What follows belongs to an exercise in optimizing a design on an open flow for small area, a short achievable clock period and few clock cycles; a production flow would make more cautious choices. In this exercise RTL edits were held to simulation tests only and were not proved equivalent to the original. No activity file was given, so power comes from the tool's default toggle rates.

## flow/design.v (module list and top-level ports; edited modules follow where they fit)
// module fa: 5 lines
// module ha: 5 lines
// module hn: 6 lines
// module nd: 5 lines
// module an: 5 lines
// module top: 5220 lines
module top(clk, rst, start, x, y, z, mem_rdata, mem_addr, mem_wdata, mem_wen, done);
  // ...
==> flow/run.sh <==
#!/bin/bash
# synth_recipe.tcl (not shown) runs the flow's synth.tcl, then flattens the netlist and writes it again
# the make line also repeats each setting of config.mk as NAME=value (left out here)
make -C /OpenROAD-flow-scripts/flow DESIGN_CONFIG=/design/flow/config.mk WORK_HOME=/design/flow/orfs CLKGATE_MAP_FILE= SYNTH_SCRIPT=/design/flow/synth_recipe.tcl finish
==> flow/config.mk <==
export PLATFORM = sky130hd
export DESIGN_NAME = top
export DESIGN_NICKNAME = top
export VERILOG_FILES = /design/flow/design.v
export SDC_FILE = /design/flow/constraint.sdc
export NUM_CORES = 4
export LEC_CHECK = 0
export CAP_MARGIN = 20
export CORE_MARGIN = 2
export CORE_UTILIZATION = 40
export CTS_CLUSTER_DIAMETER = 80
export CTS_CLUSTER_SIZE = 30
export SLEW_MARGIN = 20
export SYNTH_HIERARCHICAL = 1
==> flow/constraint.sdc <==
create_clock -name core_clock -period 10.0 [get_ports {clk}]
set_input_delay 2.0000 -clock core_clock [delete_from_list [all_inputs] [get_ports {clk}]]
set_output_delay 2.0000 -clock core_clock [all_outputs]
set_load 0.01 [all_outputs]
==> reports/qor.log, run 1 <==
[synth] most used flip-flop cell after synthesis dfxtp_1
[clock_tree] latest clock arrival within the worst-skew pair 0.67 ns
[status] run status complete, no violations
[final_layout] Buffers, non-clock 89
[timing] remaining max-slew budget at the tightest pin 31.43%
[final_layout] Largest Register C
[synth] largest cells by area after synthesis fa_1 (39%), dfxtp_1 (30%), edfxtp_1 (13%), nand2_1 (8.6%), ha_1 (0.77%)
[setup_path] Worst Path Required 8.00 ns
[final_layout] Filler Cell Count 10,410
[grt] vias in the first global route 28,370
[final_layout] most used cells in the layout excluding fill and tap cells nand2_1 (1,050), fa_1 (902), dfxtp_1 (677)
[floorplanning] area of the die 0.1171 mm^2
[grt] Global Route met2 Usage 34.79%
[clock_tree] Clock Pin Slew Worst Setup and Hold Paths 0.11 ns
[final_layout] utilization of the core after routing 44.30%
[clock_tree] cts repair resizes 0
[synth] largest family of logic cells by synthesized area adder cells
[setup_path] worst path arrival time 1.82 ns
[routing] post-route antenna net violation count 0
[grt] first-pass GRT wire length 189.9 mm
[job] number of max-capacitance violations reported 0
[final_layout] most common cell after layout, fill and taps aside nand2_1
[final_layout] share of the final layout cell area in multi-input gates 52.03%
[routing] drc violations 0
[routing] Routed WL per cell 24.82 um
[place] routability congestion estimate from global placement 0.9684
[timing] Hold WS 0.3124 ns
[timing] time the worst path needs with I/O delays and setup 3.818 ns
[power] post-layout total power 10.12 mW
[routing] uppermost layer routed met5
[clock_tree] clock tree from TritonCTS yes
[routing] number of DRC markers after the initial detailed-route iteration 2,717
[grt] met3 usage 3.728%
[power] clock-net power 2.28 mW
[final_layout] dominant kind of cell by area multi-input gates
[clock_tree] Inserted Clock Buffers 45
[grt] global route total overflow 0
[timing] total count of hold-check failures in the final report 0
[setup_path] maximum fanout along the worst path 7
[final_layout] Logic inverters 37
Testbench counts, summed over its fixed seeds: cycles 6,744.
==> run 2, diff against run 1 <==
--- a/flow/design.v
+++ b/flow/design.v
@@ -34,17 +34,17 @@
 output reg done;
 reg running;
 reg go;              
 reg [4:0] s;         
 reg [4:0] rho;       
 reg [8:0] iaddr, faddr, waddr;
 reg [7:0] wcnt;      
 reg lastw;
-wire idle = !running && !done;
+wire idle = !running && !lastw;
 wire s_end = (s == 5'd16);
 wire [4:0] sn = go ? 5'd0 : (s_end ? 5'd0 : s + 5'd1);
 wire [4:0] rn = go ? 5'd0 : (s_end ? rho + 5'd1 : rho);
 wire act = go || running;
 reg ld_now, ld_next, fl_next;
 always @(posedge clk) begin
   if (rst) begin
     ld_now <= 1'b0; ld_next <= 1'b0; fl_next <= 1'b0;
@@ -2892,52 +2892,52 @@
 wire s2929;
 wire c2930;
 wire s2931;
 wire c2932;
 wire s2933;
 wire c2934;
 wire s2935;
 wire c2936;
-wire s2937;
-wire c2938;
-wire s2939;
-wire c2940;
-wire s2941;
-wire c2942;
-wire s2943;
-wire c2944;
+wire s2940;
+wire c2941;
 wire s2945;
 wire c2946;
-wire s2947;
-wire c2948;
-wire s2949;
-wire c2950;
-wire s2951;
-wire c2952;
-wire s2953;
-wire c2954;
+wire s2950;
+wire c2951;
+wire s2952;
+wire c2953;
+wire s2954;
+wire c2955;
+wire s2956;
+wire c2957;
 wire s2958;
 wire c2959;
-wire s2963;
-wire c2964;
-wire s2968;
-wire c2969;
-wire s2973;
-wire c2974;
-wire s2978;
-wire c2979;
-wire s2980;
-wire c2981;
-wire s2982;
-wire c2983;
-wire s2984;
-wire c2985;
+wire s2960;
+wire c2961;
+wire s2962;
+wire c2963;
+wire s2967;
+wire c2968;
+wire s2971;
+wire c2972;
+wire s2974;
+wire c2975;
+wire s2977;
+wire c2978;
+wire s2981;
+wire c2982;
 wire s2986;
 wire c2987;
+wire s2991;
+wire c2992;
+wire s2993;
+wire c2994;
+wire s2995;
+wire c2996;
 reg r2315;
 reg r2316;
 reg r2317;
 reg r2462;
 reg r2463;
 reg r2464;
 reg r2467;
 reg r2468;
@@ -3058,44 +3058,49 @@
 reg r2877;
 reg r2878;
 reg r2879;
 reg r2888;
 reg r2921;
 reg r2922;
 reg r2927;
 reg r2928;
-reg r2955;
-reg r2956;
-reg r2957;
-reg r2960;
-reg r2961;
-reg r2962;
+reg r2937;
+reg r2938;
+reg r2939;
+reg r2942;
+reg r2943;
+reg r2944;
+reg r2947;
+reg r2948;
+reg r2949;
+reg r2964;
 reg r2965;
 reg r2966;
-reg r2967;
+reg r2969;
 reg r2970;
-reg r2971;
-reg r2972;
-reg r2975;
+reg r2973;
 reg r2976;
-reg r2977;
+reg r2979;
+reg r2980;
+reg r2983;
+reg r2984;
+reg r2985;
 reg r2988;
 reg r2989;
 reg r2990;
-reg r2991;
-reg r2992;
-reg r2993;
-reg r2994;
-reg r2995;
-reg r2996;
 reg r2997;
 reg r2998;
 reg r2999;
 reg r3000;
+reg r3001;
+reg r3002;
+reg r3003;
+reg r3004;
+reg r3005;
 nd u_pp1(.a(w[0]), .b(f[0]), .y(pp1));
 nd u_pp2(.a(w[0]), .b(f[1]), .y(pp2));
 nd u_pp3(.a(w[0]), .b(f[2]), .y(pp3));
 nd u_pp4(.a(w[0]), .b(f[3]), .y(pp4));
 nd u_pp5(.a(w[0]), .b(f[4]), .y(pp5));
 nd u_pp6(.a(w[0]), .b(f[5]), .y(pp6));
 nd u_pp7(.a(w[0]), .b(f[6]), .y(pp7));
 nd u_pp8(.a(w[0]), .b(f[7]), .y(pp8));
@@ -5009,35 +5014,35 @@
 fa u_s2917(.a(s2875), .b(s2880), .c(c2867), .s(s2917), .co(c2918));
 fa u_s2919(.a(c2869), .b(s2882), .c(c2871), .s(s2919), .co(c2920));
 fa u_s2923(.a(r2921), .b(r2922), .c(c2876), .s(s2923), .co(c2924));
 fa u_s2925(.a(c2881), .b(c2883), .c(s2889), .s(s2925), .co(c2926));
 fa u_s2929(.a(r2927), .b(r2928), .c(1'b1), .s(s2929), .co(c2930));
 fa u_s2931(.a(s2891), .b(s2830), .c(1'b1), .s(s2931), .co(c2932));
 fa u_s2933(.a(c2892), .b(s2893), .c(s2838), .s(s2933), .co(c2934));
 fa u_s2935(.a(c2894), .b(c2896), .c(s2897), .s(s2935), .co(c2936));
-fa u_s2937(.a(c2898), .b(s2901), .c(c2900), .s(s2937), .co(c2938));
-fa u_s2939(.a(c2902), .b(s2905), .c(c2904), .s(s2939), .co(c2940));
-fa u_s2941(.a(s2909), .b(c2906), .c(s2911), .s(s2941), .co(c2942));
-fa u_s2943(.a(c2910), .b(s2913), .c(s2915), .s(s2943), .co(c2944));
-fa u_s2945(.a(c2914), .b(s2917), .c(c2916), .s(s2945), .co(c2946));
-fa u_s2947(.a(s2923), .b(c2918), .c(s2925), .s(s2947), .co(c2948));
-fa u_s2949(.a(s2929), .b(c2924), .c(c2890), .s(s2949), .co(c2950));
-fa u_s2951(.a(s2832), .b(s2746), .c(1'b1), .s(s2951), .co(c2952));
-fa u_s2953(.a(c2932), .b(s2895), .c(s2933), .s(s2953), .co(c2954));
-fa u_s2958(.a(r2955), .b(r2956), .c(r2957), .s(s2958), .co(c2959));
-fa u_s2963(.a(r2960), .b(r2961), .c(r2962), .s(s2963), .co(c2964));
-fa u_s2968(.a(r2965), .b(r2966), .c(r2967), .s(s2968), .co(c2969));
-fa u_s2973(.a(r2970), .b(r2971), .c(r2972), .s(s2973), .co(c2974));
-fa u_s2978(.a(r2975), .b(r2976), .c(r2977), .s(s2978), .co(c2979));
-fa u_s2980(.a(s2919), .b(s2945), .c(c2944), .s(s2980), .co(c2981));
-fa u_s2982(.a(c2920), .b(s2947), .c(c2946), .s(s2982), .co(c2983));
-fa u_s2984(.a(c2926), .b(s2949), .c(c2948), .s(s2984), .co(c2985));
-fa u_s2986(.a(c2930), .b(c2950), .c(1'b1), .s(s2986), .co(c2987));
-wire [11:0] fsum = {~r3000, ~r2998, ~r2996, ~r2994, ~c2979, ~c2974, ~c2969, ~c2964, ~c2959, ~r2992, ~r2990, ~r2988} + {1'b0, ~r2999, ~r2997, ~r2995, ~r2993, ~s2978, ~s2973, ~s2968, ~s2963, ~s2958, ~r2991, ~r2989};
+fa u_s2940(.a(r2937), .b(r2938), .c(r2939), .s(s2940), .co(c2941));
+fa u_s2945(.a(r2942), .b(r2943), .c(r2944), .s(s2945), .co(c2946));
+fa u_s2950(.a(r2947), .b(r2948), .c(r2949), .s(s2950), .co(c2951));
+fa u_s2952(.a(c2910), .b(s2913), .c(s2915), .s(s2952), .co(c2953));
+fa u_s2954(.a(c2914), .b(s2917), .c(c2916), .s(s2954), .co(c2955));
+fa u_s2956(.a(s2923), .b(c2918), .c(s2925), .s(s2956), .co(c2957));
+fa u_s2958(.a(s2929), .b(c2924), .c(c2890), .s(s2958), .co(c2959));
+fa u_s2960(.a(s2832), .b(s2746), .c(1'b1), .s(s2960), .co(c2961));
+fa u_s2962(.a(c2932), .b(s2895), .c(s2933), .s(s2962), .co(c2963));
+fa u_s2967(.a(r2964), .b(r2965), .c(r2966), .s(s2967), .co(c2968));
+fa u_s2971(.a(r2969), .b(r2970), .c(s2940), .s(s2971), .co(c2972));
+fa u_s2974(.a(r2973), .b(c2941), .c(s2945), .s(s2974), .co(c2975));
+fa u_s2977(.a(r2976), .b(c2946), .c(s2950), .s(s2977), .co(c2978));
+fa u_s2981(.a(r2979), .b(r2980), .c(c2951), .s(s2981), .co(c2982));
+fa u_s2986(.a(r2983), .b(r2984), .c(r2985), .s(s2986), .co(c2987));
+fa u_s2991(.a(r2988), .b(r2989), .c(r2990), .s(s2991), .co(c2992));
+fa u_s2993(.a(c2926), .b(s2958), .c(c2957), .s(s2993), .co(c2994));
+fa u_s2995(.a(c2930), .b(c2959), .c(1'b1), .s(s2995), .co(c2996));
+wire [11:0] fsum = {~r3005, ~r3003, ~c2992, ~c2987, ~c2982, ~c2978, ~c2975, ~c2972, ~c2968, ~r3001, ~r2999, ~r2997} + {1'b0, ~r3004, ~r3002, ~s2991, ~s2986, ~s2981, ~s2977, ~s2974, ~s2971, ~s2967, ~r3000, ~r2998};
 assign o = fsum[11:4];
 always @(posedge clk) begin
   r2315 <= c1773;
   r2316 <= s2125;
   r2317 <= s2127;
   r2462 <= s2303;
   r2463 <= s2129;
   r2464 <= s2131;
@@ -5160,44 +5165,49 @@
   r2877 <= c2806;
   r2878 <= s2823;
   r2879 <= c2808;
   r2888 <= c2824;
   r2921 <= s2884;
   r2922 <= s2886;
   r2927 <= c2885;
   r2928 <= c2887;
-  r2955 <= c2934;
-  r2956 <= s2935;
-  r2957 <= s2899;
-  r2960 <= c2936;
-  r2961 <= s2903;
-  r2962 <= s2937;
-  r2965 <= s2907;
-  r2966 <= c2938;
-  r2967 <= s2939;
-  r2970 <= c2908;
-  r2971 <= s2941;
-  r2972 <= c2940;
-  r2975 <= c2912;
-  r2976 <= s2943;
-  r2977 <= c2942;
-  r2988 <= s2951;
-  r2989 <= s2931;
-  r2990 <= c2952;
-  r2991 <= s2953;
-  r2992 <= c2954;
-  r2993 <= s2980;
-  r2994 <= c2981;
-  r2995 <= s2982;
-  r2996 <= c2983;
-  r2997 <= s2984;
-  r2998 <= c2985;
-  r2999 <= s2986;
-  r3000 <= c2987;
+  r2937 <= c2898;
+  r2938 <= s2901;
+  r2939 <= c2900;
+  r2942 <= c2902;
+  r2943 <= s2905;
+  r2944 <= c2904;
+  r2947 <= s2909;
+  r2948 <= c2906;
+  r2949 <= s2911;
+  r2964 <= c2934;
+  r2965 <= s2935;
+  r2966 <= s2899;
+  r2969 <= c2936;
+  r2970 <= s2903;
+  r2973 <= s2907;
+  r2976 <= c2908;
+  r2979 <= c2912;
+  r2980 <= s2952;
+  r2983 <= s2919;
+  r2984 <= s2954;
+  r2985 <= c2953;
+  r2988 <= c2920;
+  r2989 <= s2956;
+  r2990 <= c2955;
+  r2997 <= s2960;
+  r2998 <= s2931;
+  r2999 <= c2961;
+  r3000 <= s2962;
+  r3001 <= c2963;
+  r3002 <= s2993;
+  r3003 <= c2994;
+  r3004 <= s2995;
+  r3005 <= c2996;
 end
 reg [3:1] vp;     
 reg [7:0] rq;
 always @(posedge clk) rq <= res;
 reg [7:0] fq [0:3];
 reg [1:0] wp, rp;
 reg [2:0] cnt;
 wire wr_next = running && !lastw && !ld_next && !fl_next && (cnt != 3'd0);
==> reports/qor.log, run 2 <==
[status] run status complete, no violations [unchanged]
[routing] routed via count 26,750 [was 26,810]
[routing] uppermost layer routed met5 [unchanged]
[synth] total number of yosys warnings 9 [unchanged]
[hold_path] destination of the worst hold path C[29][4] [was C[13][6]]
[synth] flip-flop and latch count after synthesis 887 [was 882]
[synth] dominant cell by count in the synthesized netlist nand2_1 [unchanged]
[synth] top-area cell type share of the netlist area 39.44% [was 39.47%]
[synth] instance count of the mapped netlist 3,387 [was 3,392]
[synth] post-synthesis area per instance 13.52 um^2 [was 13.49 um^2]
[routing] routed wire length 123.7 mm [was 128.4 mm]
[timing] pins over their slew limit 0 [unchanged]
[synth] Compound-Gate Fraction of Synth Area 2.449% [was 2.721%]
[floorplanning] DIE WIDTH 342.3 um [was 342.2 um]
[clock_tree] Root Buffer clkbuf_16 [unchanged]
[final_layout] most common cell after layout, fill and taps aside nand2_1 [unchanged]
[final_layout] nets 4,613 [was 4,616]
[routing] Routed WL per cell 23.88 um [was 24.82 um]
[clock_tree] Inserted Clock Buffers 46 [was 45]
[grt] global route total overflow 0 [unchanged]
[clock_tree] Clock Tree Buf Depth 3 [unchanged]
[routing] number of DRC markers after the initial detailed-route iteration 2,313 [was 2,717]
[final_layout] Layout Cells excl Fill 5,180 [was 5,173]
[setup_path] nature of the critical path startpoint flip-flop [unchanged]
[grt] vias in the first global route 28,080 [was 28,370]
[floorplanning] Die Height 342.3 um [was 342.2 um]
[synth] largest cells by area after synthesis fa_1 (39%), dfxtp_1 (30%), edfxtp_1 (13%), nand2_1 (8.6%), ha_1 (0.77%) [unchanged]
[timing] time the worst path needs with I/O delays and setup 3.798 ns [was 3.818 ns]
[timing] remaining max-slew budget at the tightest pin 35.68% [was 31.43%]
[timing] RSZ-0062 raised after global routing false [unchanged]
[setup_path] worst path arrival time 4.33 ns [was 1.82 ns]
[timing] Slew @ Worst Pin 0.9617 ns [was 1.018 ns]
[final_layout] most used cells in the layout excluding fill and tap cells nand2_1 (1,051), fa_1 (902), dfxtp_1 (683) [was nand2_1 (1,050), fa_1 (902), dfxtp_1 (677)]
[routing] met3 layer wire length in the routed design 12.08 mm [was 9.914 mm]
[clock_tree] latest clock arrival within the worst-skew pair 0.71 ns [was 0.67 ns]
[final_layout] largest registers ranked by flip-flop count C (440), F (128) [unchanged]
[timing] Final Cycle Share 37.98% [was 38.18%]
[routing] drc violations 0 [unchanged]
[routing] DRT met1 WL 50.08 mm [was 53.43 mm]
[floorplanning] standard cell core area 0.1139 mm^2 [unchanged]
[clock_tree] Clock Pin Slew Worst Setup and Hold Paths 0.12 ns [was 0.11 ns]
[setup_path] reg-to-reg startpoint F[1][21] [was F[0][9]]
[setup_path] critical setup path kind reg -> reg [was reg -> out]
[timing] Final setup violation count 0 [unchanged]
[floorplanning] number of rows created at floorplan 124 [unchanged]
[clock_tree] cts repair resizes 0 [unchanged]
[floorplanning] area of the die 0.1172 mm^2 [was 0.1171 mm^2]
[power] Leak Pwr 13.96 nW [was 13.92 nW]
[timing] Total Negative Setup Slacks 0 ns [unchanged]
[final_layout] flip-flop count of the largest register, all copies and words added 440 [unchanged]
[clock_tree] clock net sink count 887 [was 882]
[final_layout] relative area change from synthesis to final layout 10.48% [was 10.29%]
[setup_path] maximum fanout along the worst path 8 [was 7]
[synth] Seq/Total Area, Yosys 43.25% [was 43.06%]
[power] Worst VDD drop 0.1589 mV [was 0.1373 mV]
[routing] detailed route wirelength on metal2 56.15 mm [was 58.69 mm]
[clock_tree] clock tree from TritonCTS yes [unchanged]
[final_layout] share of cells above drive strength 1 3.745% [was 4.374%]
[hold_path] depth of the worst hold-timing path 0 [unchanged]
[synth] most used flip-flop cell after synthesis dfxtp_1 [unchanged]
[setup_path] Worst Path Required 10.54 ns [was 8.00 ns]
[grt] number of antenna violations at the first check in global routing 11 [was 14]
[floorplanning] effective utilization at floorplan 40.20% [was 40.17%]
[place] Post-Place Cells 5,085 [was 5,089]
[final_layout] Largest Register C [unchanged]
[hold_path] launch point of the worst hold path C[28][4] [was C[12][6]]
[routing] drt pass-1 iters 8 [was 6]
[clock_tree] hold_buf cts 0 [unchanged]
[synth] cell area after synthesis 0.04578 mm^2 [was 0.04575 mm^2]
[job] number of max-capacitance violations reported 0 [unchanged]
[power] Power Density 208.9 mW/mm^2 [was 200.7 mW/mm^2]
[timing] fmax 263.3 MHz [was 261.9 MHz]
[place] half-perimeter wire length after placement 97.36 mm [was 102.3 mm]
[grt] GRT Overall Usage 21.60% [was 22.40%]
[hold_path] class of the most critical hold timing path reg -> reg [unchanged]
[synth] distinct cell type count after synthesis 62 [was 65]
[synth] Post-Synth Adder-Cell Area 40.93% [was 40.92%]
[synth] largest family of logic cells by synthesized area adder cells [unchanged]
[setup_path] CP Capture Type flip-flop [was output pin]
[grt] first-pass GRT wire length 184.4 mm [was 189.9 mm]
[timing] total count of hold-check failures in the final report 0 [unchanged]
[synth] number of enable-type register cells in the synthesized netlist 204 [unchanged]
[synth] ranking of synthesized cells by instance count nand2_1 (1,051), fa_1 (902), dfxtp_1 (683), edfxtp_1 (204), nor2_1 (64) [was nand2_1 (1,050), fa_1 (902), dfxtp_1 (678), edfxtp_1 (204), nor2_1 (69)]
[synth] proportion of synthesized area in mux cells 1.413% [was 1.321%]
[place] buffers added on ports 80 [unchanged]
[clock_tree] number of setup buffers added after CTS 0 [unchanged]
[synth] async set-reset flop share out of synthesis 0% [unchanged]
[routing] vias per cell 5.163 [was 5.182]
[setup_path] end of the worst register-to-register path r2605 [was r2658]
[timing] clk_skew 0.05878 ns [was 0.04123 ns]
[setup_path] setup slack on the worst flop-to-flop path 6.20 ns [was 6.33 ns]
[synth] synthesized-area fraction occupied by and/or/nand/nor cells 10.63% [was 10.61%]
[grt] maximum number of pins on one net before global-route repair 36 [unchanged]
[floorplanning] number of top-level pins 81 [unchanged]
[synth] post-synthesis cell type with the largest combined area fa_1 [unchanged]
[setup_path] worst reg2reg path depth 9 [was 6]
[routing] post-route antenna net violation count 0 [unchanged]
[place] routability congestion estimate from global placement 1.007 [was 0.9684]
[synth] parity-gate share of the synthesized area counting xor and xnor cells 0.7652% [was 0.7850%]
[clock_tree] # H-tree levels 2 [unchanged]
-- run 2: Yosys stat by module (local to each module, per instance) --
module  cell area, um^2  cells
top               23960   1478
fa                20.02      1
nd                3.754      1
-- run 2: worst max-delay path, cell delays in order (launching register included) --
cell,delay (ns)
edfxtp_1,0.69
nand2_1,0.17
fa_1,0.58
fa_1,0.43
fa_1,0.49
a22o_1,0.22
a221oi_1,0.22
nor3_1,0.09
maj3_1,0.36
maj3_1,0.36
-- run 2: per-stage QoR --
stage	instance area, um^2	power, mW	hold WS (ns)	util [%]	worst slack, ns
6_report	50580	10.56	0.3082	44.42	6.202
5_1_grt	50560	11.22	0.3082	44.40	6.054
4_1_cts	50550	10.62	0.3085	44.39	6.235
3_5_place_dp	48890	8.300	0.3121	42.93	6.298
3_3_place_gp	48890	8.197	0.3098	42.93	6.370
2_1_floorplan	46240	6.857	0.3096	-	6.740
-- run 2: layout make-up --
class	count	area [um^2]
clock buffers	51	1180
well taps	1512	1892
fillers	10410	63300
clock inverters	34	485.5
flip-flops and latches	887	19800
repair buffers	88	860.8
inverters	37	140.1
diodes	10	25.02
multi-input cells	2561	26200
-- run 2: report_power, final --
group	total, mW	internal [mW]	switching [mW]
Sequential	4.65	4.22	0.435
Clock	2.33	0.974	1.36
Combinational	3.58	1.60	1.98
Total	10.6	6.79	3.77
-- run 2: cells by family (layout without fill, tap and decap cells) --
kind of cell,after synthesis,count (layout)
buffers and inverters,62,210
other,1,134
xor gates and xnor gates,40,40
DFF,887,887
adders and majority gates,963,963
muxes,51,51
AOI/OAI and AO/OA,162,162
and+or+nand+nor,1221,1221
-- run 2: worst max path at each step --
stage                         from     to  cells past startpoint
final                     F[1][21]  r2605                      9
after global routing       F[0][5]  r2603                      9
after CTS                 F[1][21]  r2605                      9
after detailed placement  F[1][21]  r2605                      9
after global placement    F[1][21]  r2605                      9
after floorplan           F[0][29]  r2479                      9
-- run 2: metal layers --
| layer | up-vias | GRT usage, % |
|---|---|---|
| met5 | - | 0 |
| met4 | 6 | 8.882 |
| met3 | 217 | 5.903 |
| met2 | 1214 | 33.07 |
| met1 | 14080 | 29.12 |
| li1 | 11230 | - |
Testbench counts of run 2, summed over its fixed seeds: cycles 6,744.

==> what the ideal ports hide <==
How much do the figures lean on ideal ports? The routed layouts below were timed once more, with nothing changed but the port constraints. Step 1 sets driving cells, clkbuf_16 on the clock port and buf_2 on the other inputs (assumed; they add their load-dependent delay and slew). Step 2 also shifts input and output timing later by t, the mid clock arrival at the registers, as if the neighbouring blocks saw the same clock. Slacks: no drivers / after step 1 / after step 2; pairs: no drivers / after step 1.
| run | t, ns | slack for setup (ns) | worst hold slack (ns) | cell pins on the clock port's net |
|---|---|---|---|---|
| run 1 | 0.716 | 6.182 / 6.109 / 6.327 | 0.312 / 0.312 / 0.312 | 1 |
| run 2 | 0.739 | 6.202 / 6.202 / 6.202 | 0.308 / 0.308 / 0.308 | 1 |
After both steps every run listed still meets setup and hold.
